This is an optimization exercise on Yosys and OpenROAD, whose aim is small area and a short achievable clock period, not a production implementation.
Function was checked by simulation only, so behaviour that the tests miss may differ from the original.

## ex2_1
module ex2_1 (
	      input 		  clk, rst, validi,
	      input [31:0] 	  data_in,
	      output logic 	  valido,
	      output logic [31:0] data_out
	      );
   logic [1:0] 			  cnt;
   always_ff @(posedge clk or posedge rst) begin
      if (rst) begin
	 cnt <= 2'b00;
	 valido <= 1'b0;
      end
      else begin
	 cnt <= validi ? {cnt[1] | cnt[0], ~(cnt[1] | cnt[0])} : 2'b00;
	 valido <= validi & cnt[1];
      end
   end
   logic [31:0] a;
   logic q0;
   logic q1;
   logic q2;
   logic q3;
   logic q4;
   logic q5;
   logic q6;
   logic q7;
   logic q8;
   logic q9;
   logic q10;
   logic q11;
   logic q12;
   logic q13;
   logic q14;
   logic q15;
   logic q16;
   logic q17;
   logic q18;
   logic q19;
   logic q20;
   logic q21;
   logic q22;
   logic q23;
   logic q24;
   logic q25;
   logic q26;
   logic q27;
   logic q28;
   logic q29;
   logic q30;
   logic q31;
   logic q32;
   logic q33;
   logic q34;
   logic q35;
   logic q36;
   logic q37;
   logic q38;
   logic q39;
   logic q40;
   logic q41;
   logic q42;
   logic q43;
   logic q44;
   logic q45;
   logic q46;
   logic q47;
   logic q48;
   logic q49;
   logic q50;
   logic q51;
   logic q52;
   logic q53;
   logic q54;
   logic q55;
   logic q56;
   logic q57;
   logic q58;
   logic q59;
   logic q60;
   logic q61;
   logic q62;
   logic q63;
   logic q64;
   logic q65;
   logic q66;
   logic q67;
   logic q68;
   logic q69;
   logic q70;
   logic q71;
   logic q72;
   logic q73;
   logic q74;
   logic q75;
   logic q76;
   logic q77;
   logic q78;
   logic q79;
   wire bo0, bt0, bn0;
   wire pp1;
   wire pp2;
   wire pp3;
   wire pp4;
   wire pp5;
  ...
For scale: about 150 flip-flops, about 68 I/O pins, roughly 0.015 mm2 of cells after synthesis.
make LEC_CHECK=0 CAP_MARGIN=20 CORE_MARGIN=2 CORE_UTILIZATION=55 SETUP_SLACK_MARGIN=4.4 SLEW_MARGIN=20 SYNTH_HIERARCHICAL=1 TNS_END_PERCENT=0 finish   # period 8.0 ns
run.sh (not shown) runs the stock make flow with config.mk's settings and CLKGATE_MAP_FILE= SYNTH_SCRIPT=/design/flow/synth_recipe.tcl, a recipe that flattens the netlist after the stock synthesis.
The baseline finished clean.
==> next run, changes <==
CORE_UTILIZATION = 70   (was 55)
=> The changed run ran to the end with no violations. Register-to-register slack degrades by 0.13 ns. Utilization grows by 16 points. Hold slack is worse by 0.0065 ns. Maximum frequency came out lower slightly. Wire length rose slightly. Clock-buffer cell count is lower by 1. Design area falls slightly. Synthesized area stays the same. Worst setup slack degrades by 0.048 ns.

---

Setup of ember:
ex2_1, a different RTL version from the one above (not shown whole).
Size: ~190 flip-flops, roughly 68 I/O pins, about 16,000 µm² of cells after synthesis.
export LEC_CHECK = 0
export CAP_MARGIN = 20
export CORE_MARGIN = 2
export CORE_UTILIZATION = 40
export SETUP_SLACK_MARGIN = 3.5
export SLEW_MARGIN = 20
export SYNTH_HIERARCHICAL = 1
export TNS_END_PERCENT = 0
create_clock -name core_clock -period 8.0 [get_ports {clk}]
#### Input delta (garnet over ember)
Settings: changing SETUP_SLACK_MARGIN from 3.5 to 4.0.
[summary]
- Diff garnet..ember | share of the final layout cell area in sequential cells | negligible
- In the flow results for garnet and ember, the fraction of final layout cells sized beyond drive strength 1 is smaller on ember.
- Status: die width parity (ember, garnet)
- For synthesized net count, garnet and ember come out practically identical.
- On ratio of final minimum period to clock period: between garnet and ember, it ends up lower for garnet.
Input changes introduced in lagoon (baseline for comparison: garnet):
Settings: changing SETUP_SLACK_MARGIN from 4.0 to 4.5.
Results
lagoon -> garnet: number of antenna violations at the first check in global routing delta 0, exact match. Comparing garnet against lagoon, there is no change at all in core occupancy in the finished layout. lagoon -> garnet: detailed-route DRC error count delta 0, exact match. Comparing garnet against lagoon, there is no change at all in peak clock frequency supported by timing. lagoon -> garnet: relative area change from synthesis to final layout delta 0, exact match. Length in cells of the worst reg-to-reg path came out exactly the same in garnet and lagoon. Xor/xnor share of the synthesized area: garnet vs lagoon identical. As far as area after synthesis goes, lagoon and garnet are indistinguishable; the numbers are identical. lagoon -> garnet: sequential share of layout area delta 0, exact match. Clock-buffer cell count: garnet vs lagoon identical.
Changes in maple relative to lagoon:
Settings: clearing TNS_END_PERCENT, which used to be 0; putting ABC_CLOCK_PERIOD_IN_PS at 3500 where nothing was set.
## What came out
maple and lagoon all finish clean. Between maple and lagoon, the sequential cell area does not differ in any meaningful way. For maple, the termination of the worst setup path was data_out[24], unlike lagoon, where it was data_out[30]. The global-route usage reported for maple is greater than that of lagoon by 1.1 points. Summary: maximum frequency from static timing analysis, maple better than lagoon. maple: share of the final layout cell area in sequential cells is 2.1 points lower than what lagoon reported. Diff maple..lagoon | count of sequential standard cells | unchanged. maple vs. lagoon: global placement routability congestion decreased 0.77%, wire length of the first global-routing pass increased 3.0 mm.
Changes in sierra relative to maple:
Settings: ABC_CLOCK_PERIOD_IN_PS removed (was 3500); SETUP_SLACK_MARGIN changed from 4.5 to 3.8.
### Flow results
For sierra, the startpoint of the most critical setup path was data_in[7], unlike maple, where it was data_in[9]. Summary of sierra over maple: register-to-register slack closely matched the old numbers; HPWL after detailed placement moved up; hold slack shows an increase of 0.0059 ns; number of vias after detailed routing fell by 513.

## afterwards: timing with drivers on the ports
Ports are ideal in the flow. The routed layouts listed here were re-timed in OpenROAD.
Step 1, drivers: a clkbuf_16 drives clk and a buf_2 each remaining input, both assumed.
Step 2 also shifts input and output timing later by t, the mid clock arrival at the registers, as if the neighbouring blocks saw the same clock.
Slacks: ideal ports / drivers / drivers and shift; pairs: ideal ports / drivers.
| run | shift t [ns] | setup slack, ns | worst hold slack (ns) | worst setup path after step 2 | worst data-port slew with drivers (ns) |
|---|---|---|---|---|---|
| the first run of note 1 | 0.484 | 3.921 / 3.938 / 3.454 | 0.440 / 0.440 / 0.440 | input to register | 0.07 |
| the second run of note 1 | 0.499 | 3.873 / 3.877 / 3.377 | 0.434 / 0.434 / 0.434 | input to register | 0.08 |
| ember | 0.504 | 3.563 / 3.586 / 3.087 | 0.436 / 0.436 / 0.436 | input to register | 0.04 |
| garnet | 0.513 | 3.879 / 3.879 / 3.395 | 0.440 / 0.440 / 0.440 | input to register | 0.04 |
| lagoon | 0.513 | 3.879 / 3.879 / 3.395 | 0.440 / 0.440 / 0.440 | input to register | 0.04 |
| maple | 0.518 | 3.898 / 3.915 / 3.398 | 0.433 / 0.433 / 0.433 | input to register | 0.06 |
| sierra | 0.518 | 3.866 / 3.900 / 3.382 | 0.439 / 0.439 / 0.439 | input to register | 0.05 |
After both steps setup and hold are still met in every run listed. The setup slack of maple, which loses most, moves by +0.017 ns with the drivers and by -0.500 ns with both steps.
